What follows belongs to an exercise in optimizing a design on an open flow for small area and a short achievable clock period; a production flow would make more cautious choices. Only simulation tests tie the RTL to the original design; equivalence was not proved.

[flow/flow/downsize.tcl]
# Set every combinational standard cell to the smallest drive strength of the same
# function; timing repair later in the flow upsizes the cells that need it.
# Flip-flops, tap cells and port buffers are left alone.
set odb_file $::env(DS_ODB)
read_db $odb_file
set db [ord::get_db]
set block [ord::get_db_block]
set skip {dfxtp dfxbp dfrtp dfrbp dfstp dfsbp edfxtp sdfxtp tapvpwrvgnd conb clkbuf clkinv}
set n 0
foreach inst [$block getInsts] {
  set m [$inst getMaster]
  set name [$m getName]
  if {![regexp {^sky130_fd_sc_hd__(\w+)_(\d+)$} $name -> base drive]} { continue }
  if {[lsearch -exact $skip $base] >= 0} { continue }
  set best ""
  set best_area [expr {[$m getWidth] * [$m getHeight]}]
  foreach d {0 1 2} {
    if {$d >= $drive} { break }
    set cand [$db findMaster "sky130_fd_sc_hd__${base}_$d"]
    if {$cand eq "NULL" || $cand eq ""} { continue }
    set a [expr {[$cand getWidth] * [$cand getHeight]}]
    if {$a < $best_area} { set best $cand; set best_area $a }
  }
  if {$best ne ""} {
    $inst swapMaster $best
    incr n
  }
}
puts "downsized $n instances"
write_db $odb_file
[flow/constraint.sdc]
create_clock -name core_clock -period 11.0 [get_ports {clk}]
set_input_delay 2.2000 -clock core_clock [delete_from_list [all_inputs] [get_ports {clk}]]
set_output_delay 2.2000 -clock core_clock [all_outputs]
set_load 0.01 [all_outputs]
[flow/flow/recover_hook.tcl]
# POST_GLOBAL_ROUTE hook: area recovery (recover.tcl) after the global-route timing
# repair, with the nets of resized cells routed again incrementally.
source [file join [file dirname [info script]] recover.tcl]
global_route -start_incremental
pe_recover_area
global_route -end_incremental
estimate_parasitics -global_routing
report_worst_slack -max -digits 3
write_guides $::env(RESULTS_DIR)/route.guide
[flow/standard.sh]
#!/bin/bash
# synth_recipe.tcl (not shown) runs the flow's synth.tcl, then flattens the netlist and writes it again
# the make line also repeats each setting of config.mk as NAME=value (left out here)
make -C /OpenROAD-flow-scripts/flow DESIGN_CONFIG=/design/flow/config.mk WORK_HOME=/design/flow/orfs CLKGATE_MAP_FILE= SYNTH_SCRIPT=/design/flow/synth_recipe.tcl "${@:-finish}"
[flow/flow/run.sh]
#!/bin/bash
# Layout flow. Synthesis is the standard synthesis, unchanged. After the floorplan,
# every combinational cell is set to its smallest drive strength (downsize.tcl); the rest
# is the standard layout, with the ports buffered by buf_2 cells and timing repair
# aiming at 6 ns of setup slack, so that it upsizes only the cells the timing needs.
# After the global-route repair, recover.tcl sets cells back to smaller drive strengths
# where that does not lower the worst setup slack (recover_hook.tcl).
# Each step's full output goes to its own log file in this folder.
set -euo pipefail
here=$(pwd)
bash standard.sh synth > synth.log 2>&1
bash standard.sh floorplan > floorplan.log 2>&1
odb=$(ls $here/orfs/results/*/pe/base/2_floorplan.odb)
DS_ODB=$odb openroad -no_init -exit flow/downsize.tcl > downsize.log 2>&1
bash standard.sh 'BUFFER_PORTS_ARGS=-buffer_cell sky130_fd_sc_hd__buf_2' SETUP_SLACK_MARGIN=6 POST_GLOBAL_ROUTE_TCL=$here/flow/recover_hook.tcl finish > layout.log 2>&1
[flow/config.mk]
export PLATFORM = sky130hd
export DESIGN_NAME = pe
export DESIGN_NICKNAME = pe
export VERILOG_FILES = /design/flow/design.v
export SDC_FILE = /design/flow/constraint.sdc
export NUM_CORES = 4
export LEC_CHECK = 0
export CAP_MARGIN = 20
export CORE_MARGIN = 2
export CORE_UTILIZATION = 60
export PLACE_DENSITY = 0.75
export SETUP_SLACK_MARGIN = 5
export SLEW_MARGIN = 20
export SYNTH_HIERARCHICAL = 1
[flow/design.v]
`default_nettype none
`timescale 1ns / 1ps
module pe (
    input wire clk,
    input wire rst,
    input wire [15:0] act,
    input wire [15:0] wgt,
    input wire store,
    input wire reuse,
    input wire [3:0] addr,
    input wire update_out,
    output reg [31:0] out
);
    reg [31:0] accg;              
    reg [31:0] bm_r;              
    reg [7:0] one, two, neg;      
    reg [15:0] r1, r2, r3;        
    reg start;
    wire [31:0] acc_next;
    wire a0 = addr == 4'd0;
    wire a1 = addr == 4'd1;
    wire a2 = addr == 4'd2;
    wire a3 = addr == 4'd3;
    wire [15:0] bm = ({16{~reuse}} & wgt) | ({16{reuse & a1}} & r1)
                   | ({16{reuse & a2}} & r2) | ({16{reuse & a3}} & r3);
    wire [31:0] bsel = rst ? 32'd0 : (reuse & a0) ? acc_next : {16'd0, bm};
    wire keep = ~rst & ~start;
    wire [17:0] ax = {1'b0, act, 1'b0};
    wire [7:0] one_d, two_d;
    genvar g;
    generate for (g = 0; g < 8; g = g + 1) begin : enc
        assign one_d[g] = ax[2*g+1] ^ ax[2*g];
        assign two_d[g] = (ax[2*g+2] & ~ax[2*g+1] & ~ax[2*g]) | (~ax[2*g+2] & ax[2*g+1] & ax[2*g]);
    end endgenerate
    wire [32:0] Bx = {bm_r, 1'b0};
    wire [31:0] pp0;
    wire [29:0] pp1;
    wire [27:0] pp2;
    wire [25:0] pp3;
    wire [23:0] pp4;
    wire [21:0] pp5;
    wire [19:0] pp6;
    wire [17:0] pp7;
    generate for (g = 0; g < 32; g = g + 1) begin : pp
        if (g > 0 && g < 32) pe_bsel b0 (.one(one[0]), .two(two[0]), .neg(neg[0]), .b1(Bx[g+1]), .b0(Bx[g]), .p(pp0[g]));
        if (g > 0 && g < 30) pe_bsel b1 (.one(one[1]), .two(two[1]), .neg(neg[1]), .b1(Bx[g+1]), .b0(Bx[g]), .p(pp1[g]));
        if (g > 0 && g < 28) pe_bsel b2 (.one(one[2]), .two(two[2]), .neg(neg[2]), .b1(Bx[g+1]), .b0(Bx[g]), .p(pp2[g]));
        if (g > 0 && g < 26) pe_bsel b3 (.one(one[3]), .two(two[3]), .neg(neg[3]), .b1(Bx[g+1]), .b0(Bx[g]), .p(pp3[g]));
        if (g > 0 && g < 24) pe_bsel b4 (.one(one[4]), .two(two[4]), .neg(neg[4]), .b1(Bx[g+1]), .b0(Bx[g]), .p(pp4[g]));
        if (g > 0 && g < 22) pe_bsel b5 (.one(one[5]), .two(two[5]), .neg(neg[5]), .b1(Bx[g+1]), .b0(Bx[g]), .p(pp5[g]));
        if (g > 0 && g < 20) pe_bsel b6 (.one(one[6]), .two(two[6]), .neg(neg[6]), .b1(Bx[g+1]), .b0(Bx[g]), .p(pp6[g]));
        if (g > 0 && g < 18) pe_bsel b7 (.one(one[7]), .two(two[7]), .neg(neg[7]), .b1(Bx[g+1]), .b0(Bx[g]), .p(pp7[g]));
    end endgenerate
    assign pp0[0] = (one[0] & bm_r[0]) ^ neg[0];
    assign pp1[0] = (one[1] & bm_r[0]) ^ neg[1];
    assign pp2[0] = (one[2] & bm_r[0]) ^ neg[2];
    assign pp3[0] = (one[3] & bm_r[0]) ^ neg[3];
    assign pp4[0] = (one[4] & bm_r[0]) ^ neg[4];
    assign pp5[0] = (one[5] & bm_r[0]) ^ neg[5];
    assign pp6[0] = (one[6] & bm_r[0]) ^ neg[6];
    assign pp7[0] = (one[7] & bm_r[0]) ^ neg[7];
    wire [31:0] acc_s_g = accg;
    wire [15:0] pp8 = {16{neg[7]}} & bm_r[15:0];      
    wire hs1, hc1;
    pe_ha u0 (.a(acc_s_g[14]), .b(neg[7]), .s(hs1), .co(hc1));
    wire hs2, hc2;
    pe_ha u1 (.a(acc_s_g[15]), .b(pp0[15]), .s(hs2), .co(hc2));
    wire fs1, fc1;
    pe_fa u2 (.a(acc_s_g[16]), .b(pp8[0]), .c(pp0[16]), .s(fs1), .co(fc1));
    wire fs2, fc2;
    pe_fa u3 (.a(acc_s_g[17]), .b(pp8[1]), .c(pp0[17]), .s(fs2), .co(fc2));
    wire fs3, fc3;
    pe_fa u4 (.a(acc_s_g[18]), .b(pp8[2]), .c(pp0[18]), .s(fs3), .co(fc3));
    wire fs4, fc4;
    pe_fa u5 (.a(acc_s_g[19]), .b(pp8[3]), .c(pp0[19]), .s(fs4), .co(fc4));
    wire fs5, fc5;
    pe_fa u6 (.a(acc_s_g[20]), .b(pp8[4]), .c(pp0[20]), .s(fs5), .co(fc5));
    wire fs6, fc6;
    pe_fa u7 (.a(acc_s_g[21]), .b(pp8[5]), .c(pp0[21]), .s(fs6), .co(fc6));
    wire fs7, fc7;
    pe_fa u8 (.a(acc_s_g[22]), .b(pp8[6]), .c(pp0[22]), .s(fs7), .co(fc7));
    wire fs8, fc8;
    pe_fa u9 (.a(acc_s_g[23]), .b(pp8[7]), .c(pp0[23]), .s(fs8), .co(fc8));
    wire fs9, fc9;
    pe_fa u10 (.a(acc_s_g[24]), .b(pp8[8]), .c(pp0[24]), .s(fs9), .co(fc9));
    wire fs10, fc10;
    pe_fa u11 (.a(acc_s_g[25]), .b(pp8[9]), .c(pp0[25]), .s(fs10), .co(fc10));
    wire fs11, fc11;
    pe_fa u12 (.a(acc_s_g[26]), .b(pp8[10]), .c(pp0[26]), .s(fs11), .co(fc11));
    wire fs12, fc12;
    pe_fa u13 (.a(acc_s_g[27]), .b(pp8[11]), .c(pp0[27]), .s(fs12), .co(fc12));
    wire fs13, fc13;
    pe_fa u14 (.a(acc_s_g[28]), .b(pp8[12]), .c(pp0[28]), .s(fs13), .co(fc13));
    wire fs14, fc14;
    pe_fa u15 (.a(acc_s_g[29]), .b(pp8[13]), .c(pp0[29]), .s(fs14), .co(fc14));
    wire fs15, fc15;
    pe_fa u16 (.a(acc_s_g[30]), .b(pp8[14]), .c(pp0[30]), .s(fs15), .co(fc15));
    wire fs16, fc16;
    pe_fa u17 (.a(acc_s_g[31]), .b(pp8[15]), .c(pp0[31]), .s(fs16), .co(fc16));
    wire hs3, hc3;
    pe_ha u18 (.a(acc_s_g[8]), .b(neg[4]), .s(hs3), .co(hc3));
    wire hs4, hc4;
    pe_ha u19 (.a(acc_s_g[9]), .b(pp0[9]), .s(hs4), .co(hc4));
    wire fs17, fc17;
    pe_fa u20 (.a(acc_s_g[10]), .b(neg[5]), .c(pp0[10]), .s(fs17), .co(fc17));
    wire hs5, hc5;
    pe_ha u21 (.a(pp1[8]), .b(pp2[6]), .s(hs5), .co(hc5));
    wire fs18, fc18;
    pe_fa u22 (.a(acc_s_g[11]), .b(pp0[11]), .c(pp1[9]), .s(fs18), .co(fc18));
    wire hs6, hc6;
    pe_ha u23 (.a(pp2[7]), .b(pp3[5]), .s(hs6), .co(hc6));
    wire fs19, fc19;
    pe_fa u24 (.a(acc_s_g[12]), .b(neg[6]), .c(pp0[12]), .s(fs19), .co(fc19));
    wire fs20, fc20;
    pe_fa u25 (.a(pp1[10]), .b(pp2[8]), .c(pp3[6]), .s(fs20), .co(fc20));
    wire hs7, hc7;
    pe_ha u26 (.a(pp4[4]), .b(pp5[2]), .s(hs7), .co(hc7));
    wire fs21, fc21;
    pe_fa u27 (.a(acc_s_g[13]), .b(pp0[13]), .c(pp1[11]), .s(fs21), .co(fc21));
    wire fs22, fc22;
    pe_fa u28 (.a(pp2[9]), .b(pp3[7]), .c(pp4[5]), .s(fs22), .co(fc22));
    wire hs8, hc8;
    pe_ha u29 (.a(pp5[3]), .b(pp6[1]), .s(hs8), .co(hc8));
    wire fs23, fc23;
    pe_fa u30 (.a(hs1), .b(pp0[14]), .c(pp1[12]), .s(fs23), .co(fc23));
    wire fs24, fc24;
    pe_fa u31 (.a(pp2[10]), .b(pp3[8]), .c(pp4[6]), .s(fs24), .co(fc24));
    wire fs25, fc25;
    pe_fa u32 (.a(pp5[4]), .b(pp6[2]), .c(pp7[0]), .s(fs25), .co(fc25));
    wire fs26, fc26;
    pe_fa u33 (.a(hc1), .b(pp1[13]), .c(pp2[11]), .s(fs26), .co(fc26));
    wire fs27, fc27;
    pe_fa u34 (.a(pp3[9]), .b(pp4[7]), .c(pp5[5]), .s(fs27), .co(fc27));
    wire fs28, fc28;
    pe_fa u35 (.a(pp6[3]), .b(pp7[1]), .c(hs2), .s(fs28), .co(fc28));
    wire fs29, fc29;
    pe_fa u36 (.a(pp1[14]), .b(pp2[12]), .c(pp3[10]), .s(fs29), .co(fc29));
    wire fs30, fc30;
    pe_fa u37 (.a(pp4[8]), .b(pp5[6]), .c(pp6[4]), .s(fs30), .co(fc30));
    wire fs31, fc31;
    pe_fa u38 (.a(pp7[2]), .b(hc2), .c(fs1), .s(fs31), .co(fc31));
    wire fs32, fc32;
    pe_fa u39 (.a(pp1[15]), .b(pp2[13]), .c(pp3[11]), .s(fs32), .co(fc32));
    wire fs33, fc33;
    pe_fa u40 (.a(pp4[9]), .b(pp5[7]), .c(pp6[5]), .s(fs33), .co(fc33));
    wire fs34, fc34;
    pe_fa u41 (.a(pp7[3]), .b(fc1), .c(fs2), .s(fs34), .co(fc34));
    wire fs35, fc35;
    pe_fa u42 (.a(pp1[16]), .b(pp2[14]), .c(pp3[12]), .s(fs35), .co(fc35));
    wire fs36, fc36;
    pe_fa u43 (.a(pp4[10]), .b(pp5[8]), .c(pp6[6]), .s(fs36), .co(fc36));
    wire fs37, fc37;
    pe_fa u44 (.a(pp7[4]), .b(fc2), .c(fs3), .s(fs37), .co(fc37));
    wire fs38, fc38;
    pe_fa u45 (.a(pp1[17]), .b(pp2[15]), .c(pp3[13]), .s(fs38), .co(fc38));
    wire fs39, fc39;
    pe_fa u46 (.a(pp4[11]), .b(pp5[9]), .c(pp6[7]), .s(fs39), .co(fc39));
    wire fs40, fc40;
    pe_fa u47 (.a(pp7[5]), .b(fc3), .c(fs4), .s(fs40), .co(fc40));
    wire fs41, fc41;
    pe_fa u48 (.a(pp1[18]), .b(pp2[16]), .c(pp3[14]), .s(fs41), .co(fc41));
    wire fs42, fc42;
    pe_fa u49 (.a(pp4[12]), .b(pp5[10]), .c(pp6[8]), .s(fs42), .co(fc42));
    wire fs43, fc43;
    pe_fa u50 (.a(pp7[6]), .b(fc4), .c(fs5), .s(fs43), .co(fc43));
    wire fs44, fc44;
    pe_fa u51 (.a(pp1[19]), .b(pp2[17]), .c(pp3[15]), .s(fs44), .co(fc44));
    wire fs45, fc45;
    pe_fa u52 (.a(pp4[13]), .b(pp5[11]), .c(pp6[9]), .s(fs45), .co(fc45));
    wire fs46, fc46;
    pe_fa u53 (.a(pp7[7]), .b(fc5), .c(fs6), .s(fs46), .co(fc46));
    wire fs47, fc47;
    pe_fa u54 (.a(pp1[20]), .b(pp2[18]), .c(pp3[16]), .s(fs47), .co(fc47));
    wire fs48, fc48;
    pe_fa u55 (.a(pp4[14]), .b(pp5[12]), .c(pp6[10]), .s(fs48), .co(fc48));
    wire fs49, fc49;
    pe_fa u56 (.a(pp7[8]), .b(fc6), .c(fs7), .s(fs49), .co(fc49));
    wire fs50, fc50;
    pe_fa u57 (.a(pp1[21]), .b(pp2[19]), .c(pp3[17]), .s(fs50), .co(fc50));
    wire fs51, fc51;
    pe_fa u58 (.a(pp4[15]), .b(pp5[13]), .c(pp6[11]), .s(fs51), .co(fc51));
    wire fs52, fc52;
    pe_fa u59 (.a(pp7[9]), .b(fc7), .c(fs8), .s(fs52), .co(fc52));
    wire fs53, fc53;
    pe_fa u60 (.a(pp1[22]), .b(pp2[20]), .c(pp3[18]), .s(fs53), .co(fc53));
    wire fs54, fc54;
    pe_fa u61 (.a(pp4[16]), .b(pp5[14]), .c(pp6[12]), .s(fs54), .co(fc54));
    wire fs55, fc55;
    pe_fa u62 (.a(pp7[10]), .b(fc8), .c(fs9), .s(fs55), .co(fc55));
    wire fs56, fc56;
    pe_fa u63 (.a(pp1[23]), .b(pp2[21]), .c(pp3[19]), .s(fs56), .co(fc56));
    wire fs57, fc57;
    pe_fa u64 (.a(pp4[17]), .b(pp5[15]), .c(pp6[13]), .s(fs57), .co(fc57));
    wire fs58, fc58;
    pe_fa u65 (.a(pp7[11]), .b(fc9), .c(fs10), .s(fs58), .co(fc58));
    wire fs59, fc59;
    pe_fa u66 (.a(pp1[24]), .b(pp2[22]), .c(pp3[20]), .s(fs59), .co(fc59));
    wire fs60, fc60;
    pe_fa u67 (.a(pp4[18]), .b(pp5[16]), .c(pp6[14]), .s(fs60), .co(fc60));
    wire fs61, fc61;
    pe_fa u68 (.a(pp7[12]), .b(fc10), .c(fs11), .s(fs61), .co(fc61));
    wire fs62, fc62;
    pe_fa u69 (.a(pp1[25]), .b(pp2[23]), .c(pp3[21]), .s(fs62), .co(fc62));
    wire fs63, fc63;
    pe_fa u70 (.a(pp4[19]), .b(pp5[17]), .c(pp6[15]), .s(fs63), .co(fc63));
    wire fs64, fc64;
    pe_fa u71 (.a(pp7[13]), .b(fc11), .c(fs12), .s(fs64), .co(fc64));
    wire fs65, fc65;
    pe_fa u72 (.a(pp1[26]), .b(pp2[24]), .c(pp3[22]), .s(fs65), .co(fc65));
    wire fs66, fc66;
    pe_fa u73 (.a(pp4[20]), .b(pp5[18]), .c(pp6[16]), .s(fs66), .co(fc66));
    wire fs67, fc67;
    pe_fa u74 (.a(pp7[14]), .b(fc12), .c(fs13), .s(fs67), .co(fc67));
    wire fs68, fc68;
    pe_fa u75 (.a(pp1[27]), .b(pp2[25]), .c(pp3[23]), .s(fs68), .co(fc68));
    wire fs69, fc69;
    pe_fa u76 (.a(pp4[21]), .b(pp5[19]), .c(pp6[17]), .s(fs69), .co(fc69));
    wire fs70, fc70;
    pe_fa u77 (.a(pp7[15]), .b(fc13), .c(fs14), .s(fs70), .co(fc70));
    wire fs71, fc71;
    pe_fa u78 (.a(pp1[28]), .b(pp2[26]), .c(pp3[24]), .s(fs71), .co(fc71));
    wire fs72, fc72;
    pe_fa u79 (.a(pp4[22]), .b(pp5[20]), .c(pp6[18]), .s(fs72), .co(fc72));
    wire fs73, fc73;
    pe_fa u80 (.a(pp7[16]), .b(fc14), .c(fs15), .s(fs73), .co(fc73));
    wire fs74, fc74;
    pe_fa u81 (.a(pp1[29]), .b(pp2[27]), .c(pp3[25]), .s(fs74), .co(fc74));
    wire fs75, fc75;
    pe_fa u82 (.a(pp4[23]), .b(pp5[21]), .c(pp6[19]), .s(fs75), .co(fc75));
    wire fs76, fc76;
    pe_fa u83 (.a(pp7[17]), .b(fc15), .c(fs16), .s(fs76), .co(fc76));
    wire hs9, hc9;
    pe_ha u84 (.a(acc_s_g[4]), .b(neg[2]), .s(hs9), .co(hc9));
    wire hs10, hc10;
    pe_ha u85 (.a(acc_s_g[5]), .b(pp0[5]), .s(hs10), .co(hc10));
    wire fs77, fc77;
    pe_fa u86 (.a(acc_s_g[6]), .b(neg[3]), .c(pp0[6]), .s(fs77), .co(fc77));
    wire hs11, hc11;
    pe_ha u87 (.a(pp1[4]), .b(pp2[2]), .s(hs11), .co(hc11));
    wire fs78, fc78;
    pe_fa u88 (.a(acc_s_g[7]), .b(pp0[7]), .c(pp1[5]), .s(fs78), .co(fc78));
    wire hs12, hc12;
    pe_ha u89 (.a(pp2[3]), .b(pp3[1]), .s(hs12), .co(hc12));
    wire fs79, fc79;
    pe_fa u90 (.a(hs3), .b(pp0[8]), .c(pp1[6]), .s(fs79), .co(fc79));
    wire fs80, fc80;
    pe_fa u91 (.a(pp2[4]), .b(pp3[2]), .c(pp4[0]), .s(fs80), .co(fc80));
    wire fs81, fc81;
    pe_fa u92 (.a(hc3), .b(pp1[7]), .c(pp2[5]), .s(fs81), .co(fc81));
    wire fs82, fc82;
    pe_fa u93 (.a(pp3[3]), .b(pp4[1]), .c(hs4), .s(fs82), .co(fc82));
    wire fs83, fc83;
    pe_fa u94 (.a(pp3[4]), .b(pp4[2]), .c(pp5[0]), .s(fs83), .co(fc83));
    wire fs84, fc84;
    pe_fa u95 (.a(hc4), .b(hs5), .c(fs17), .s(fs84), .co(fc84));
    wire fs85, fc85;
    pe_fa u96 (.a(pp4[3]), .b(pp5[1]), .c(hc5), .s(fs85), .co(fc85));
    wire fs86, fc86;
    pe_fa u97 (.a(hs6), .b(fc17), .c(fs18), .s(fs86), .co(fc86));
    wire fs87, fc87;
    pe_fa u98 (.a(pp6[0]), .b(hc6), .c(hs7), .s(fs87), .co(fc87));
    wire fs88, fc88;
    pe_fa u99 (.a(fs19), .b(fc18), .c(fs20), .s(fs88), .co(fc88));
    wire fs89, fc89;
    pe_fa u100 (.a(hc7), .b(hs8), .c(fc19), .s(fs89), .co(fc89));
    wire fs90, fc90;
    pe_fa u101 (.a(fc20), .b(fs21), .c(fs22), .s(fs90), .co(fc90));
    wire fs91, fc91;
    pe_fa u102 (.a(hc8), .b(fc21), .c(fc22), .s(fs91), .co(fc91));
    wire fs92, fc92;
    pe_fa u103 (.a(fs23), .b(fs24), .c(fs25), .s(fs92), .co(fc92));
    wire fs93, fc93;
    pe_fa u104 (.a(fc23), .b(fc24), .c(fc25), .s(fs93), .co(fc93));
    wire fs94, fc94;
    pe_fa u105 (.a(fs26), .b(fs27), .c(fs28), .s(fs94), .co(fc94));
    wire fs95, fc95;
    pe_fa u106 (.a(fc26), .b(fc27), .c(fs29), .s(fs95), .co(fc95));
    wire fs96, fc96;
    pe_fa u107 (.a(fs30), .b(fc28), .c(fs31), .s(fs96), .co(fc96));
    wire fs97, fc97;
    pe_fa u108 (.a(fc29), .b(fc30), .c(fs32), .s(fs97), .co(fc97));
    wire fs98, fc98;
    pe_fa u109 (.a(fs33), .b(fc31), .c(fs34), .s(fs98), .co(fc98));
    wire fs99, fc99;
    pe_fa u110 (.a(fc32), .b(fc33), .c(fs35), .s(fs99), .co(fc99));
    wire fs100, fc100;
    pe_fa u111 (.a(fs36), .b(fc34), .c(fs37), .s(fs100), .co(fc100));
    wire fs101, fc101;
    pe_fa u112 (.a(fc35), .b(fc36), .c(fs38), .s(fs101), .co(fc101));
    wire fs102, fc102;
    pe_fa u113 (.a(fs39), .b(fc37), .c(fs40), .s(fs102), .co(fc102));
    wire fs103, fc103;
    pe_fa u114 (.a(fc38), .b(fc39), .c(fs41), .s(fs103), .co(fc103));
    wire fs104, fc104;
    pe_fa u115 (.a(fs42), .b(fc40), .c(fs43), .s(fs104), .co(fc104));
    wire fs105, fc105;
    pe_fa u116 (.a(fc41), .b(fc42), .c(fs44), .s(fs105), .co(fc105));
    wire fs106, fc106;
    pe_fa u117 (.a(fs45), .b(fc43), .c(fs46), .s(fs106), .co(fc106));
    wire fs107, fc107;
    pe_fa u118 (.a(fc44), .b(fc45), .c(fs47), .s(fs107), .co(fc107));
    wire fs108, fc108;
    pe_fa u119 (.a(fs48), .b(fc46), .c(fs49), .s(fs108), .co(fc108));
    wire fs109, fc109;
    pe_fa u120 (.a(fc47), .b(fc48), .c(fs50), .s(fs109), .co(fc109));
    wire fs110, fc110;
    pe_fa u121 (.a(fs51), .b(fc49), .c(fs52), .s(fs110), .co(fc110));
    wire fs111, fc111;
    pe_fa u122 (.a(fc50), .b(fc51), .c(fs53), .s(fs111), .co(fc111));
    wire fs112, fc112;
    pe_fa u123 (.a(fs54), .b(fc52), .c(fs55), .s(fs112), .co(fc112));
    wire fs113, fc113;
    pe_fa u124 (.a(fc53), .b(fc54), .c(fs56), .s(fs113), .co(fc113));
    wire fs114, fc114;
    pe_fa u125 (.a(fs57), .b(fc55), .c(fs58), .s(fs114), .co(fc114));
    wire fs115, fc115;
    pe_fa u126 (.a(fc56), .b(fc57), .c(fs59), .s(fs115), .co(fc115));
    wire fs116, fc116;
    pe_fa u127 (.a(fs60), .b(fc58), .c(fs61), .s(fs116), .co(fc116));
    wire fs117, fc117;
    pe_fa u128 (.a(fc59), .b(fc60), .c(fs62), .s(fs117), .co(fc117));
    wire fs118, fc118;
    pe_fa u129 (.a(fs63), .b(fc61), .c(fs64), .s(fs118), .co(fc118));
    wire fs119, fc119;
    pe_fa u130 (.a(fc62), .b(fc63), .c(fs65), .s(fs119), .co(fc119));
    wire fs120, fc120;
    pe_fa u131 (.a(fs66), .b(fc64), .c(fs67), .s(fs120), .co(fc120));
    wire fs121, fc121;
    pe_fa u132 (.a(fc65), .b(fc66), .c(fs68), .s(fs121), .co(fc121));
    wire fs122, fc122;
    pe_fa u133 (.a(fs69), .b(fc67), .c(fs70), .s(fs122), .co(fc122));
    wire fs123, fc123;
    pe_fa u134 (.a(fc68), .b(fc69), .c(fs71), .s(fs123), .co(fc123));
    wire fs124, fc124;
    pe_fa u135 (.a(fs72), .b(fc70), .c(fs73), .s(fs124), .co(fc124));
    wire fs125, fc125;
    pe_fa u136 (.a(fc71), .b(fc72), .c(fs74), .s(fs125), .co(fc125));
    wire fs126, fc126;
    pe_fa u137 (.a(fs75), .b(fc73), .c(fs76), .s(fs126), .co(fc126));
    wire hs13, hc13;
    pe_ha u138 (.a(acc_s_g[2]), .b(neg[1]), .s(hs13), .co(hc13));
    wire hs14, hc14;
    pe_ha u139 (.a(acc_s_g[3]), .b(pp0[3]), .s(hs14), .co(hc14));
    wire fs127, fc127;
    pe_fa u140 (.a(hs9), .b(pp0[4]), .c(pp1[2]), .s(fs127), .co(fc127));
    wire fs128, fc128;
    pe_fa u141 (.a(hc9), .b(pp1[3]), .c(pp2[1]), .s(fs128), .co(fc128));
    wire fs129, fc129;
    pe_fa u142 (.a(pp3[0]), .b(hc10), .c(hs11), .s(fs129), .co(fc129));
    wire fs130, fc130;
    pe_fa u143 (.a(hc11), .b(hs12), .c(fc77), .s(fs130), .co(fc130));
    wire fs131, fc131;
    pe_fa u144 (.a(hc12), .b(fc78), .c(fs79), .s(fs131), .co(fc131));
    wire fs132, fc132;
    pe_fa u145 (.a(fc79), .b(fc80), .c(fs81), .s(fs132), .co(fc132));
    wire fs133, fc133;
    pe_fa u146 (.a(fc81), .b(fs83), .c(fc82), .s(fs133), .co(fc133));
    wire fs134, fc134;
    pe_fa u147 (.a(fc83), .b(fs85), .c(fc84), .s(fs134), .co(fc134));
    wire fs135, fc135;
    pe_fa u148 (.a(fc85), .b(fs87), .c(fc86), .s(fs135), .co(fc135));
    wire fs136, fc136;
    pe_fa u149 (.a(fc87), .b(fs89), .c(fc88), .s(fs136), .co(fc136));
    wire fs137, fc137;
    pe_fa u150 (.a(fc89), .b(fc90), .c(fs91), .s(fs137), .co(fc137));
    wire fs138, fc138;
    pe_fa u151 (.a(fc91), .b(fc92), .c(fs93), .s(fs138), .co(fc138));
    wire fs139, fc139;
    pe_fa u152 (.a(fc93), .b(fs95), .c(fc94), .s(fs139), .co(fc139));
    wire fs140, fc140;
    pe_fa u153 (.a(fc95), .b(fs97), .c(fc96), .s(fs140), .co(fc140));
    wire fs141, fc141;
    pe_fa u154 (.a(fc97), .b(fs99), .c(fc98), .s(fs141), .co(fc141));
    wire fs142, fc142;
    pe_fa u155 (.a(fc99), .b(fs101), .c(fc100), .s(fs142), .co(fc142));
    wire fs143, fc143;
    pe_fa u156 (.a(fc101), .b(fs103), .c(fc102), .s(fs143), .co(fc143));
    wire fs144, fc144;
    pe_fa u157 (.a(fc103), .b(fs105), .c(fc104), .s(fs144), .co(fc144));
    wire fs145, fc145;
    pe_fa u158 (.a(fc105), .b(fs107), .c(fc106), .s(fs145), .co(fc145));
    wire fs146, fc146;
    pe_fa u159 (.a(fc107), .b(fs109), .c(fc108), .s(fs146), .co(fc146));
    wire fs147, fc147;
    pe_fa u160 (.a(fc109), .b(fs111), .c(fc110), .s(fs147), .co(fc147));
    wire fs148, fc148;
    pe_fa u161 (.a(fc111), .b(fs113), .c(fc112), .s(fs148), .co(fc148));
    wire fs149, fc149;
    pe_fa u162 (.a(fc113), .b(fs115), .c(fc114), .s(fs149), .co(fc149));
    wire fs150, fc150;
    pe_fa u163 (.a(fc115), .b(fs117), .c(fc116), .s(fs150), .co(fc150));
    wire fs151, fc151;
    pe_fa u164 (.a(fc117), .b(fs119), .c(fc118), .s(fs151), .co(fc151));
    wire fs152, fc152;
    pe_fa u165 (.a(fc119), .b(fs121), .c(fc120), .s(fs152), .co(fc152));
    wire fs153, fc153;
    pe_fa u166 (.a(fc121), .b(fs123), .c(fc122), .s(fs153), .co(fc153));
    wire fs154, fc154;
    pe_fa u167 (.a(fc123), .b(fs125), .c(fc124), .s(fs154), .co(fc154));
    wire hs15, hc15;
    pe_ha u168 (.a(acc_s_g[0]), .b(neg[0]), .s(hs15), .co(hc15));
    wire hs16, hc16;
    pe_ha u169 (.a(acc_s_g[1]), .b(pp0[1]), .s(hs16), .co(hc16));
    wire fs155, fc155;
    pe_fa u170 (.a(hs13), .b(pp0[2]), .c(pp1[0]), .s(fs155), .co(fc155));
    wire fs156, fc156;
    pe_fa u171 (.a(hc13), .b(pp1[1]), .c(hs14), .s(fs156), .co(fc156));
    wire fs157, fc157;
    pe_fa u172 (.a(pp2[0]), .b(hc14), .c(fs127), .s(fs157), .co(fc157));
    wire fs158, fc158;
    pe_fa u173 (.a(hs10), .b(fc127), .c(fs128), .s(fs158), .co(fc158));
    wire fs159, fc159;
    pe_fa u174 (.a(fs77), .b(fc128), .c(fs129), .s(fs159), .co(fc159));
    wire fs160, fc160;
    pe_fa u175 (.a(fs78), .b(fc129), .c(fs130), .s(fs160), .co(fc160));
    wire fs161, fc161;
    pe_fa u176 (.a(fs80), .b(fc130), .c(fs131), .s(fs161), .co(fc161));
    wire fs162, fc162;
    pe_fa u177 (.a(fs82), .b(fc131), .c(fs132), .s(fs162), .co(fc162));
    wire fs163, fc163;
    pe_fa u178 (.a(fs84), .b(fc132), .c(fs133), .s(fs163), .co(fc163));
    wire fs164, fc164;
    pe_fa u179 (.a(fs86), .b(fc133), .c(fs134), .s(fs164), .co(fc164));
    wire fs165, fc165;
    pe_fa u180 (.a(fs88), .b(fc134), .c(fs135), .s(fs165), .co(fc165));
    wire fs166, fc166;
    pe_fa u181 (.a(fs90), .b(fc135), .c(fs136), .s(fs166), .co(fc166));
    wire fs167, fc167;
    pe_fa u182 (.a(fs92), .b(fc136), .c(fs137), .s(fs167), .co(fc167));
    wire fs168, fc168;
    pe_fa u183 (.a(fs94), .b(fc137), .c(fs138), .s(fs168), .co(fc168));
    wire fs169, fc169;
    pe_fa u184 (.a(fs96), .b(fc138), .c(fs139), .s(fs169), .co(fc169));
    wire fs170, fc170;
    pe_fa u185 (.a(fs98), .b(fc139), .c(fs140), .s(fs170), .co(fc170));
    wire fs171, fc171;
    pe_fa u186 (.a(fs100), .b(fc140), .c(fs141), .s(fs171), .co(fc171));
    wire fs172, fc172;
    pe_fa u187 (.a(fs102), .b(fc141), .c(fs142), .s(fs172), .co(fc172));
    wire fs173, fc173;
    pe_fa u188 (.a(fs104), .b(fc142), .c(fs143), .s(fs173), .co(fc173));
    wire fs174, fc174;
    pe_fa u189 (.a(fs106), .b(fc143), .c(fs144), .s(fs174), .co(fc174));
    wire fs175, fc175;
    pe_fa u190 (.a(fs108), .b(fc144), .c(fs145), .s(fs175), .co(fc175));
    wire fs176, fc176;
    pe_fa u191 (.a(fs110), .b(fc145), .c(fs146), .s(fs176), .co(fc176));
    wire fs177, fc177;
    pe_fa u192 (.a(fs112), .b(fc146), .c(fs147), .s(fs177), .co(fc177));
    wire fs178, fc178;
    pe_fa u193 (.a(fs114), .b(fc147), .c(fs148), .s(fs178), .co(fc178));
    wire fs179, fc179;
    pe_fa u194 (.a(fs116), .b(fc148), .c(fs149), .s(fs179), .co(fc179));
    wire fs180, fc180;
    pe_fa u195 (.a(fs118), .b(fc149), .c(fs150), .s(fs180), .co(fc180));
    wire fs181, fc181;
    pe_fa u196 (.a(fs120), .b(fc150), .c(fs151), .s(fs181), .co(fc181));
    wire fs182, fc182;
    pe_fa u197 (.a(fs122), .b(fc151), .c(fs152), .s(fs182), .co(fc182));
    wire fs183, fc183;
    pe_fa u198 (.a(fs124), .b(fc152), .c(fs153), .s(fs183), .co(fc183));
    wire fs184, fc184;
    pe_fa u199 (.a(fs126), .b(fc153), .c(fs154), .s(fs184), .co(fc184));
    wire [31:0] row_a = {fc183, fc182, fc181, fc180, fc179, fc178, fc177, fc176, fc175, fc174, fc173, fc172, fc171, fc170, fc169, fc168, fc167, fc166, fc165, fc164, fc163, fc162, fc161, fc160, fc159, fc158, fc157, fc156, fc155, hc16, hc15, hs15};
    wire [31:0] row_b = {fs184, fs183, fs182, fs181, fs180, fs179, fs178, fs177, fs176, fs175, fs174, fs173, fs172, fs171, fs170, fs169, fs168, fs167, fs166, fs165, fs164, fs163, fs162, fs161, fs160, fs159, fs158, fs157, fs156, fs155, hs16, pp0[0]};
    pe_cpa cpa (.a(row_a), .b(row_b), .s(acc_next));
    always @(posedge clk) begin
        bm_r <= bsel;
        one <= one_d;
        two <= two_d;
        neg <= {8{~rst}} & {act[15], act[13], act[11], act[9], act[7], act[5], act[3], act[1]};
        accg <= {32{keep}} & acc_next;
        if (rst) begin
            r1 <= 16'd0;
            r2 <= 16'd0;
            r3 <= 16'd0;
            out <= 32'd0;
            start <= 1'b0;
        end else begin
            if (store && a1) r1 <= wgt;
            if (store && a2) r2 <= wgt;
            if (store && a3) r3 <= wgt;
            if (update_out) out <= acc_next;
            start <= update_out;
        end
    end
endmodule
module pe_cpa (input wire [31:0] a, input wire [31:0] b, output wire [31:0] s);
    wire [31:0] cg0 = a & b;
    wire [31:0] cp0 = a ^ b;
    wire [31:0] cg1, cp1;
    assign cg1[0] = cg0[0]; assign cp1[0] = cp0[0];
    assign cg1[1] = cg0[1] | (cp0[1] & cg0[0]); assign cp1[1] = cp0[1] & cp0[0];
    assign cg1[2] = cg0[2]; assign cp1[2] = cp0[2];
    assign cg1[3] = cg0[3] | (cp0[3] & cg0[2]); assign cp1[3] = cp0[3] & cp0[2];
    assign cg1[4] = cg0[4]; assign cp1[4] = cp0[4];
    assign cg1[5] = cg0[5] | (cp0[5] & cg0[4]); assign cp1[5] = cp0[5] & cp0[4];
    assign cg1[6] = cg0[6]; assign cp1[6] = cp0[6];
    assign cg1[7] = cg0[7] | (cp0[7] & cg0[6]); assign cp1[7] = cp0[7] & cp0[6];
    assign cg1[8] = cg0[8]; assign cp1[8] = cp0[8];
    assign cg1[9] = cg0[9] | (cp0[9] & cg0[8]); assign cp1[9] = cp0[9] & cp0[8];
    assign cg1[10] = cg0[10]; assign cp1[10] = cp0[10];
    assign cg1[11] = cg0[11] | (cp0[11] & cg0[10]); assign cp1[11] = cp0[11] & cp0[10];
    assign cg1[12] = cg0[12]; assign cp1[12] = cp0[12];
    assign cg1[13] = cg0[13] | (cp0[13] & cg0[12]); assign cp1[13] = cp0[13] & cp0[12];
    assign cg1[14] = cg0[14]; assign cp1[14] = cp0[14];
    assign cg1[15] = cg0[15] | (cp0[15] & cg0[14]); assign cp1[15] = cp0[15] & cp0[14];
    assign cg1[16] = cg0[16]; assign cp1[16] = cp0[16];
    assign cg1[17] = cg0[17] | (cp0[17] & cg0[16]); assign cp1[17] = cp0[17] & cp0[16];
    assign cg1[18] = cg0[18]; assign cp1[18] = cp0[18];
    assign cg1[19] = cg0[19] | (cp0[19] & cg0[18]); assign cp1[19] = cp0[19] & cp0[18];
    assign cg1[20] = cg0[20]; assign cp1[20] = cp0[20];
    assign cg1[21] = cg0[21] | (cp0[21] & cg0[20]); assign cp1[21] = cp0[21] & cp0[20];
    assign cg1[22] = cg0[22]; assign cp1[22] = cp0[22];
    assign cg1[23] = cg0[23] | (cp0[23] & cg0[22]); assign cp1[23] = cp0[23] & cp0[22];
    assign cg1[24] = cg0[24]; assign cp1[24] = cp0[24];
    assign cg1[25] = cg0[25] | (cp0[25] & cg0[24]); assign cp1[25] = cp0[25] & cp0[24];
    assign cg1[26] = cg0[26]; assign cp1[26] = cp0[26];
    assign cg1[27] = cg0[27] | (cp0[27] & cg0[26]); assign cp1[27] = cp0[27] & cp0[26];
    assign cg1[28] = cg0[28]; assign cp1[28] = cp0[28];
    assign cg1[29] = cg0[29] | (cp0[29] & cg0[28]); assign cp1[29] = cp0[29] & cp0[28];
    assign cg1[30] = cg0[30]; assign cp1[30] = cp0[30];
    assign cg1[31] = cg0[31] | (cp0[31] & cg0[30]); assign cp1[31] = cp0[31] & cp0[30];
    wire [31:0] cg2, cp2;
    assign cg2[0] = cg1[0]; assign cp2[0] = cp1[0];
    assign cg2[1] = cg1[1]; assign cp2[1] = cp1[1];
    assign cg2[2] = cg1[2] | (cp1[2] & cg1[1]); assign cp2[2] = cp1[2] & cp1[1];
    assign cg2[3] = cg1[3] | (cp1[3] & cg1[1]); assign cp2[3] = cp1[3] & cp1[1];
    assign cg2[4] = cg1[4]; assign cp2[4] = cp1[4];
    assign cg2[5] = cg1[5]; assign cp2[5] = cp1[5];
    assign cg2[6] = cg1[6] | (cp1[6] & cg1[5]); assign cp2[6] = cp1[6] & cp1[5];
    assign cg2[7] = cg1[7] | (cp1[7] & cg1[5]); assign cp2[7] = cp1[7] & cp1[5];
    assign cg2[8] = cg1[8]; assign cp2[8] = cp1[8];
    assign cg2[9] = cg1[9]; assign cp2[9] = cp1[9];
    assign cg2[10] = cg1[10] | (cp1[10] & cg1[9]); assign cp2[10] = cp1[10] & cp1[9];
    assign cg2[11] = cg1[11] | (cp1[11] & cg1[9]); assign cp2[11] = cp1[11] & cp1[9];
    assign cg2[12] = cg1[12]; assign cp2[12] = cp1[12];
    assign cg2[13] = cg1[13]; assign cp2[13] = cp1[13];
    assign cg2[14] = cg1[14] | (cp1[14] & cg1[13]); assign cp2[14] = cp1[14] & cp1[13];
    assign cg2[15] = cg1[15] | (cp1[15] & cg1[13]); assign cp2[15] = cp1[15] & cp1[13];
    assign cg2[16] = cg1[16]; assign cp2[16] = cp1[16];
    assign cg2[17] = cg1[17]; assign cp2[17] = cp1[17];
    assign cg2[18] = cg1[18] | (cp1[18] & cg1[17]); assign cp2[18] = cp1[18] & cp1[17];
    assign cg2[19] = cg1[19] | (cp1[19] & cg1[17]); assign cp2[19] = cp1[19] & cp1[17];
    assign cg2[20] = cg1[20]; assign cp2[20] = cp1[20];
    assign cg2[21] = cg1[21]; assign cp2[21] = cp1[21];
    assign cg2[22] = cg1[22] | (cp1[22] & cg1[21]); assign cp2[22] = cp1[22] & cp1[21];
    assign cg2[23] = cg1[23] | (cp1[23] & cg1[21]); assign cp2[23] = cp1[23] & cp1[21];
    assign cg2[24] = cg1[24]; assign cp2[24] = cp1[24];
    assign cg2[25] = cg1[25]; assign cp2[25] = cp1[25];
    assign cg2[26] = cg1[26] | (cp1[26] & cg1[25]); assign cp2[26] = cp1[26] & cp1[25];
    assign cg2[27] = cg1[27] | (cp1[27] & cg1[25]); assign cp2[27] = cp1[27] & cp1[25];
    assign cg2[28] = cg1[28]; assign cp2[28] = cp1[28];
    assign cg2[29] = cg1[29]; assign cp2[29] = cp1[29];
    assign cg2[30] = cg1[30] | (cp1[30] & cg1[29]); assign cp2[30] = cp1[30] & cp1[29];
    assign cg2[31] = cg1[31] | (cp1[31] & cg1[29]); assign cp2[31] = cp1[31] & cp1[29];
    wire [31:0] cg3, cp3;
    assign cg3[0] = cg2[0]; assign cp3[0] = cp2[0];
    assign cg3[1] = cg2[1]; assign cp3[1] = cp2[1];
    assign cg3[2] = cg2[2]; assign cp3[2] = cp2[2];
    assign cg3[3] = cg2[3]; assign cp3[3] = cp2[3];
    assign cg3[4] = cg2[4] | (cp2[4] & cg2[3]); assign cp3[4] = cp2[4] & cp2[3];
    assign cg3[5] = cg2[5] | (cp2[5] & cg2[3]); assign cp3[5] = cp2[5] & cp2[3];
    assign cg3[6] = cg2[6] | (cp2[6] & cg2[3]); assign cp3[6] = cp2[6] & cp2[3];
    assign cg3[7] = cg2[7] | (cp2[7] & cg2[3]); assign cp3[7] = cp2[7] & cp2[3];
    assign cg3[8] = cg2[8]; assign cp3[8] = cp2[8];
    assign cg3[9] = cg2[9]; assign cp3[9] = cp2[9];
    assign cg3[10] = cg2[10]; assign cp3[10] = cp2[10];
    assign cg3[11] = cg2[11]; assign cp3[11] = cp2[11];
    assign cg3[12] = cg2[12] | (cp2[12] & cg2[11]); assign cp3[12] = cp2[12] & cp2[11];
    assign cg3[13] = cg2[13] | (cp2[13] & cg2[11]); assign cp3[13] = cp2[13] & cp2[11];
    assign cg3[14] = cg2[14] | (cp2[14] & cg2[11]); assign cp3[14] = cp2[14] & cp2[11];
    assign cg3[15] = cg2[15] | (cp2[15] & cg2[11]); assign cp3[15] = cp2[15] & cp2[11];
    assign cg3[16] = cg2[16]; assign cp3[16] = cp2[16];
    assign cg3[17] = cg2[17]; assign cp3[17] = cp2[17];
    assign cg3[18] = cg2[18]; assign cp3[18] = cp2[18];
    assign cg3[19] = cg2[19]; assign cp3[19] = cp2[19];
    assign cg3[20] = cg2[20] | (cp2[20] & cg2[19]); assign cp3[20] = cp2[20] & cp2[19];
    assign cg3[21] = cg2[21] | (cp2[21] & cg2[19]); assign cp3[21] = cp2[21] & cp2[19];
    assign cg3[22] = cg2[22] | (cp2[22] & cg2[19]); assign cp3[22] = cp2[22] & cp2[19];
    assign cg3[23] = cg2[23] | (cp2[23] & cg2[19]); assign cp3[23] = cp2[23] & cp2[19];
    assign cg3[24] = cg2[24]; assign cp3[24] = cp2[24];
    assign cg3[25] = cg2[25]; assign cp3[25] = cp2[25];
    assign cg3[26] = cg2[26]; assign cp3[26] = cp2[26];
    assign cg3[27] = cg2[27]; assign cp3[27] = cp2[27];
    assign cg3[28] = cg2[28] | (cp2[28] & cg2[27]); assign cp3[28] = cp2[28] & cp2[27];
    assign cg3[29] = cg2[29] | (cp2[29] & cg2[27]); assign cp3[29] = cp2[29] & cp2[27];
    assign cg3[30] = cg2[30] | (cp2[30] & cg2[27]); assign cp3[30] = cp2[30] & cp2[27];
    assign cg3[31] = cg2[31] | (cp2[31] & cg2[27]); assign cp3[31] = cp2[31] & cp2[27];
    wire [31:0] cg4, cp4;
    assign cg4[0] = cg3[0]; assign cp4[0] = cp3[0];
    assign cg4[1] = cg3[1]; assign cp4[1] = cp3[1];
    assign cg4[2] = cg3[2]; assign cp4[2] = cp3[2];
    assign cg4[3] = cg3[3]; assign cp4[3] = cp3[3];
    assign cg4[4] = cg3[4]; assign cp4[4] = cp3[4];
    assign cg4[5] = cg3[5]; assign cp4[5] = cp3[5];
    assign cg4[6] = cg3[6]; assign cp4[6] = cp3[6];
    assign cg4[7] = cg3[7]; assign cp4[7] = cp3[7];
    assign cg4[8] = cg3[8] | (cp3[8] & cg3[7]); assign cp4[8] = cp3[8] & cp3[7];
    assign cg4[9] = cg3[9] | (cp3[9] & cg3[7]); assign cp4[9] = cp3[9] & cp3[7];
    assign cg4[10] = cg3[10] | (cp3[10] & cg3[7]); assign cp4[10] = cp3[10] & cp3[7];
    assign cg4[11] = cg3[11] | (cp3[11] & cg3[7]); assign cp4[11] = cp3[11] & cp3[7];
    assign cg4[12] = cg3[12] | (cp3[12] & cg3[7]); assign cp4[12] = cp3[12] & cp3[7];
    assign cg4[13] = cg3[13] | (cp3[13] & cg3[7]); assign cp4[13] = cp3[13] & cp3[7];
    assign cg4[14] = cg3[14] | (cp3[14] & cg3[7]); assign cp4[14] = cp3[14] & cp3[7];
    assign cg4[15] = cg3[15] | (cp3[15] & cg3[7]); assign cp4[15] = cp3[15] & cp3[7];
    assign cg4[16] = cg3[16]; assign cp4[16] = cp3[16];
    assign cg4[17] = cg3[17]; assign cp4[17] = cp3[17];
    assign cg4[18] = cg3[18]; assign cp4[18] = cp3[18];
    assign cg4[19] = cg3[19]; assign cp4[19] = cp3[19];
    assign cg4[20] = cg3[20]; assign cp4[20] = cp3[20];
    assign cg4[21] = cg3[21]; assign cp4[21] = cp3[21];
    assign cg4[22] = cg3[22]; assign cp4[22] = cp3[22];
    assign cg4[23] = cg3[23]; assign cp4[23] = cp3[23];
    assign cg4[24] = cg3[24] | (cp3[24] & cg3[23]); assign cp4[24] = cp3[24] & cp3[23];
    assign cg4[25] = cg3[25] | (cp3[25] & cg3[23]); assign cp4[25] = cp3[25] & cp3[23];
    assign cg4[26] = cg3[26] | (cp3[26] & cg3[23]); assign cp4[26] = cp3[26] & cp3[23];
    assign cg4[27] = cg3[27] | (cp3[27] & cg3[23]); assign cp4[27] = cp3[27] & cp3[23];
    assign cg4[28] = cg3[28] | (cp3[28] & cg3[23]); assign cp4[28] = cp3[28] & cp3[23];
    assign cg4[29] = cg3[29] | (cp3[29] & cg3[23]); assign cp4[29] = cp3[29] & cp3[23];
    assign cg4[30] = cg3[30] | (cp3[30] & cg3[23]); assign cp4[30] = cp3[30] & cp3[23];
    assign cg4[31] = cg3[31] | (cp3[31] & cg3[23]); assign cp4[31] = cp3[31] & cp3[23];
    wire [31:0] cg5, cp5;
    assign cg5[0] = cg4[0]; assign cp5[0] = cp4[0];
    assign cg5[1] = cg4[1]; assign cp5[1] = cp4[1];
    assign cg5[2] = cg4[2]; assign cp5[2] = cp4[2];
    assign cg5[3] = cg4[3]; assign cp5[3] = cp4[3];
    assign cg5[4] = cg4[4]; assign cp5[4] = cp4[4];
    assign cg5[5] = cg4[5]; assign cp5[5] = cp4[5];
    assign cg5[6] = cg4[6]; assign cp5[6] = cp4[6];
    assign cg5[7] = cg4[7]; assign cp5[7] = cp4[7];
    assign cg5[8] = cg4[8]; assign cp5[8] = cp4[8];
    assign cg5[9] = cg4[9]; assign cp5[9] = cp4[9];
    assign cg5[10] = cg4[10]; assign cp5[10] = cp4[10];
    assign cg5[11] = cg4[11]; assign cp5[11] = cp4[11];
    assign cg5[12] = cg4[12]; assign cp5[12] = cp4[12];
    assign cg5[13] = cg4[13]; assign cp5[13] = cp4[13];
    assign cg5[14] = cg4[14]; assign cp5[14] = cp4[14];
    assign cg5[15] = cg4[15]; assign cp5[15] = cp4[15];
    assign cg5[16] = cg4[16] | (cp4[16] & cg4[15]); assign cp5[16] = cp4[16] & cp4[15];
    assign cg5[17] = cg4[17] | (cp4[17] & cg4[15]); assign cp5[17] = cp4[17] & cp4[15];
    assign cg5[18] = cg4[18] | (cp4[18] & cg4[15]); assign cp5[18] = cp4[18] & cp4[15];
    assign cg5[19] = cg4[19] | (cp4[19] & cg4[15]); assign cp5[19] = cp4[19] & cp4[15];
    assign cg5[20] = cg4[20] | (cp4[20] & cg4[15]); assign cp5[20] = cp4[20] & cp4[15];
    assign cg5[21] = cg4[21] | (cp4[21] & cg4[15]); assign cp5[21] = cp4[21] & cp4[15];
    assign cg5[22] = cg4[22] | (cp4[22] & cg4[15]); assign cp5[22] = cp4[22] & cp4[15];
    assign cg5[23] = cg4[23] | (cp4[23] & cg4[15]); assign cp5[23] = cp4[23] & cp4[15];
    assign cg5[24] = cg4[24] | (cp4[24] & cg4[15]); assign cp5[24] = cp4[24] & cp4[15];
    assign cg5[25] = cg4[25] | (cp4[25] & cg4[15]); assign cp5[25] = cp4[25] & cp4[15];
    assign cg5[26] = cg4[26] | (cp4[26] & cg4[15]); assign cp5[26] = cp4[26] & cp4[15];
    assign cg5[27] = cg4[27] | (cp4[27] & cg4[15]); assign cp5[27] = cp4[27] & cp4[15];
    assign cg5[28] = cg4[28] | (cp4[28] & cg4[15]); assign cp5[28] = cp4[28] & cp4[15];
    assign cg5[29] = cg4[29] | (cp4[29] & cg4[15]); assign cp5[29] = cp4[29] & cp4[15];
    assign cg5[30] = cg4[30] | (cp4[30] & cg4[15]); assign cp5[30] = cp4[30] & cp4[15];
    assign cg5[31] = cg4[31] | (cp4[31] & cg4[15]); assign cp5[31] = cp4[31] & cp4[15];
    assign s = cp0 ^ {cg5[30:0], 1'b0};
endmodule
module pe_bsel (input wire one, input wire two, input wire neg, input wire b1, input wire b0, output wire p);
    assign p = ((one & b1) | (two & b0)) ^ neg;
endmodule
module pe_fa (input wire a, input wire b, input wire c, output wire s, output wire co);
    assign s = a ^ b ^ c;
    assign co = (a & b) | (a & c) | (b & c);
endmodule
module pe_ha (input wire a, input wire b, output wire s, output wire co);
    assign s = a ^ b;
    assign co = a & b;
endmodule
[flow/flow/recover.tcl]
# Area recovery after timing repair: try each combinational cell at a smaller drive
# strength, least critical first, and keep the change only if the worst setup slack
# does not drop below what repair reached.
proc pe_recover_area {} {
  set db [ord::get_db]
  set block [ord::get_db_block]
  set wns0 [sta::worst_slack_cmd max]
  set floor [expr {$wns0 - 0.005e-9}]
  set cands {}
  foreach inst [$block getInsts] {
    set name [[$inst getMaster] getName]
    if {![regexp {^sky130_fd_sc_hd__(\w+)_(\d+)$} $name -> base drive]} { continue }
    if {[regexp {^(dfxtp|dfxbp|dfrtp|dfrbp|dfstp|dfsbp|edfxtp|sdfxtp|tapvpwrvgnd|conb|clkbuf|clkinv|clkdlybuf4s50|decap|fill)} $base]} { continue }
    if {$drive <= 1} { continue }
    set pin_slack 1.0
    foreach it [$inst getITerms] {
      if {[$it isOutputSignal]} {
        set p [get_pins -quiet [$inst getName]/[[$it getMTerm] getName]]
        if {$p ne ""} { set pin_slack [get_property $p slack_max] }
      }
    }
    lappend cands [list $pin_slack $inst $base $drive]
  }
  set cands [lsort -real -decreasing -index 0 $cands]
  set n 0
  foreach c $cands {
    lassign $c s inst base drive
    set orig [[$inst getMaster] getName]
    foreach d {0 1 2 4 6 8} {
      if {$d >= $drive} { break }
      set m [$db findMaster "sky130_fd_sc_hd__${base}_$d"]
      if {$m eq "NULL" || $m eq ""} { continue }
      replace_cell [$inst getName] "sky130_fd_sc_hd__${base}_$d"
      estimate_parasitics -placement
      if {[sta::worst_slack_cmd max] >= $floor} { incr n; break }
      replace_cell [$inst getName] $orig
      estimate_parasitics -placement
    }
  }
  puts "area recovery: downsized $n of [llength $cands] cells, worst slack [sta::worst_slack_cmd max] (was $wns0)"
}
==> impl_results.md <==
- Worst-Skew Late Latency: approximately 450 ps
- WL/cell: between 20 and 25 um
- Slew Limit Headroom: -1.02
- Fmax: roughly 180 MHz
- Die area: 27,600 sq um
- WHS: between 400 and 500 ps
- Start point of the critical path: neg[7]$_DFF_P_
- Vias in the first global route: approximately 13,000
- Buffers inserted by post-CTS timing repair: 29
- Critical Path RT: roughly 11,000 ps
- DRC: 0
- Largest cells by area after synthesis: fa_1 24%, dfxtp_1 21%, a22oi_2 15%
- Startpoint Class: flop
- Post-Syn Instances: about 1,400
- Pre-CTS setup slack: between 4000 and 5000 ps
- Status: complete, but fails checks
- WS Path Type: reg -> reg
- Via count: 12,176
- Die extent in x: about 170 um
- Final Max Slew Viols: between 150 and 200
- Buffers on Ports: 72
- Post-layout nets: around 1,800
- Seq cells post-synth: about 170
- Slack of the critical path: ~5600 ps
- Area Growth Syn to Fin: 4.07%
- Congestion Overflow GR: 0
- Final Core Density: 0.633
- Detail Placement HPWL: 28,500 um
- Core area: 25,900 sq um
- Max_cap viols: 5
- Clock skew: around 26 ps
- TritonCTS buffer count: 17
- WL final: roughly 45,000 um
- Clk sinks: between 150 and 200
- Area taken by multi-input logic gates: 11,200 sq um
- N_diodes: 0
- Tcrit/Tclk final: 0.494
- Fin crit period: roughly 5400 ps
- Rows: just under 60
- SO Viols: capacitance limit, slew limit
- Worst Setup End Kind: flop
- Reg clk slew, reported paths: about 80 ps
- Worst R2R Setup Slack: 5560 ps
- R2r startpoint: neg[7]$_DFF_P_
- Final antenna-violating net count: 0
- Synth cell types: 60
- CTS Hold Bufs: 0
- Critical Path Sink: out[23]$_SDFFE_PP0P_
- Main synth FF type: dfxtp_1
- Post-synth net total: ~1,700
- Commonest cells after routing, fill and taps aside: 212 x xnor2_1, 190 x a22oi_1, 188 x fa_1, 132 x dfxtp_1, 108 x buf_1
- Area share of the largest cell type after synthesis: 0.240
- Seq/Total Area, Yosys: 0.215
- Global-route wire length before repair: between 70,000 and 80,000 um
- Worst Path Arrival: 5680 ps
- CTS tree: yes
- GPL Wtd Cong: 0.898
- Antenna violations before repair: 0
- R2R depth: 19
- Synthesized cell area: 15,800 sq um
- H-tree levels: 4
- Syn avg cell area: between 10 and 15 sq um
- Crit-path max FO: 18
- Most common cell after layout, fill and taps aside: xnor2_1
- First DRT Iteration DRCs: approximately 1,600
- Setup TNS: 0 ps
- Yosys warns: 7
- HP Class: reg -> reg
- Sequential Area: roughly 3500 sq um
- Post-synth EDFFs: 0
- Post-CTS sizing: 146
- Final Hold Vio Count: 0
- R2R Path End: out[23]$_SDFFE_PP0P_
- Detailed Routing Iterations Pass 1: 14
- Fill count: about 2,000
- Area leader, netlist: fa_1
- Clock Path Buffers: 2
- Worst Max-Slew Pin Slew: 3020 ps
- Async SR Flop Fraction: 0
- I/O Pins: 73
- Root Driver: clkbuf_16
- Initial Utilization: 0.608
- Layout cells sized above 1: 0.0775
- Die Y: about 170 um
- Pin count of the biggest net entering global routing: 93
- Mean number of vias per cell: approximately 6.6
- Total track usage: 0.325
- Final setup fails: 0
## worst min-delay path by stage
stage,from,endpoint,slack (ps),depth (start not counted)
3_3_place_gp,r3[3]$_SDFFE_PP0P_,r3[3]$_SDFFE_PP0P_,460,2
2_1_floorplan,r3[0]$_SDFFE_PP0P_,r3[0]$_SDFFE_PP0P_,450,2
4_1_cts,r1[0]$_SDFFE_PP0P_,r1[0]$_SDFFE_PP0P_,480,2
6_report,r1[15]$_SDFFE_PP0P_,r1[15]$_SDFFE_PP0P_,480,2
3_5_place_dp,r3[1]$_SDFFE_PP0P_,r3[1]$_SDFFE_PP0P_,460,2
## cell usage after synthesis (3+ instances only)
library cell / number
xnor2_1: 216
a22oi_2: 192
fa_1: 189
dfxtp_1: 169
nand2b_1: 68
mux2i_1: 67
and2_1: 64
nor2_1: 48
ha_1: 46
nor3_1: 40
a21oi_1: 32
nand2_1: 32
clkbuf_1: 28
o21ai_0: 28
nand3_1: 20
a222oi_1: 16
inv_1: 16
mux2_2: 16
nor2b_1: 14
xor2_1: 14
buf_2: 7
a21o_1: 6
a211oi_2: 4
buf_1: 4
and3_1: 3
buf_6: 3
## area by class of cell
| cell class | instances | share of cell area |
|---|---|---|
| clock inverters | 13 | 0.00564 |
| clock buffers | 19 | 0.0276 |
| multi-input cells | 1156 | 0.684 |
| repair buffers | 137 | 0.0407 |
| well taps | 335 | 0.0255 |
| flip-flops and latches | 169 | 0.213 |
| inverters | 16 | 0.00366 |
## per-module statistics from Yosys, one instance, submodules excluded
| module | area [sq um] | copies in the design |
|---|---|---|
| pe_ha | 12.5 | 16 |
| pe_bsel | 21.3 | 192 |
| pe_cpa | 1460 | 1 |
| pe_fa | 20.0 | 184 |
| pe | 6340 | 1 |
## flip-flops by register name (all words and copies together), names as in the netlist
name / cells
accg: 32
bm_r: 32
out: 32
r1: 16
r2: 16
r3: 16
neg: 8
one: 8
two: 8
start: 1
## worst max-delay path: stages, from the launching register on
cell and delay [ps]:
dfxtp_4 410, buf_8 220, and2_0 350, fa_1 500, fa_1 400, fa_1 420
fa_1 510, fa_1 430, ha_2 390, o21ai_1 120, o21bai_2 190, buf_4 150
buf_2 120, nor3_2 50, a211oi_1 200, buf_2 200, mux2i_1 190, nand3_1 140
mux2i_1 160, nor2_1 70
## cells by family after synthesis
kind of cell,after synthesis,synth area share
buffers and inverters,60,0.0167
AO/OA/AOI/OAI,305,0.205
AND/OR/NAND/NOR,303,0.106
XOR/XNOR,230,0.128
flip-flops,169,0.215
multiplexers,83,0.0540
adder cells (fa/ha/maj),235,0.276
## stage by stage
| step | area, sq um | cells |
|---|---|---|
| final | 16400 | 1845 |
| after detailed placement | 15500 | 1772 |
| after global placement | 15500 | 1772 |
| after CTS | 17000 | 1836 |
| after floorplan | 15800 | 1385 |
## metal layers
| layer | GRT usage | share of wire | up-vias |
|---|---|---|---|
| met5 | 0 | 0 | - |
| met2 | 0.499 | 0.45 | 859 |
| met1 | 0.432 | 0.39 | 5962 |
| li1 | - | - | 5140 |
| met3 | 0.0825 | 0.11 | 215 |
| met4 | 0.154 | 0.049 | 0 |

==> afterwards: timing with drivers on the ports <==
No port has a modelled driver above. Below, the same layout with a new extraction and two added sets of constraints.
Step 1, drivers: a clkbuf_16 drives clk and a buf_2 each remaining input, both assumed.
Step 2 adds t to the input delays and takes it off the output delays; t is the mean of the earliest and latest rising clock arrival at the registers after step 1. Input paths then give back, and output paths get back, about the clock's delay inside the block.
Slacks: ideal / step 1 / step 2; pairs: ideal / step 1.
t, ns: 0.482
setup slack, ns: 5.565 / 5.564 / 5.564
hold WS [ns]: 0.476 / 0.476 / 0.476
worst slew at a driven data input, ns: 0.05
pins driven straight from the clock port: 1
The setup slack of this run moves by -0.001 ns with the drivers and by -0.001 ns with both steps.
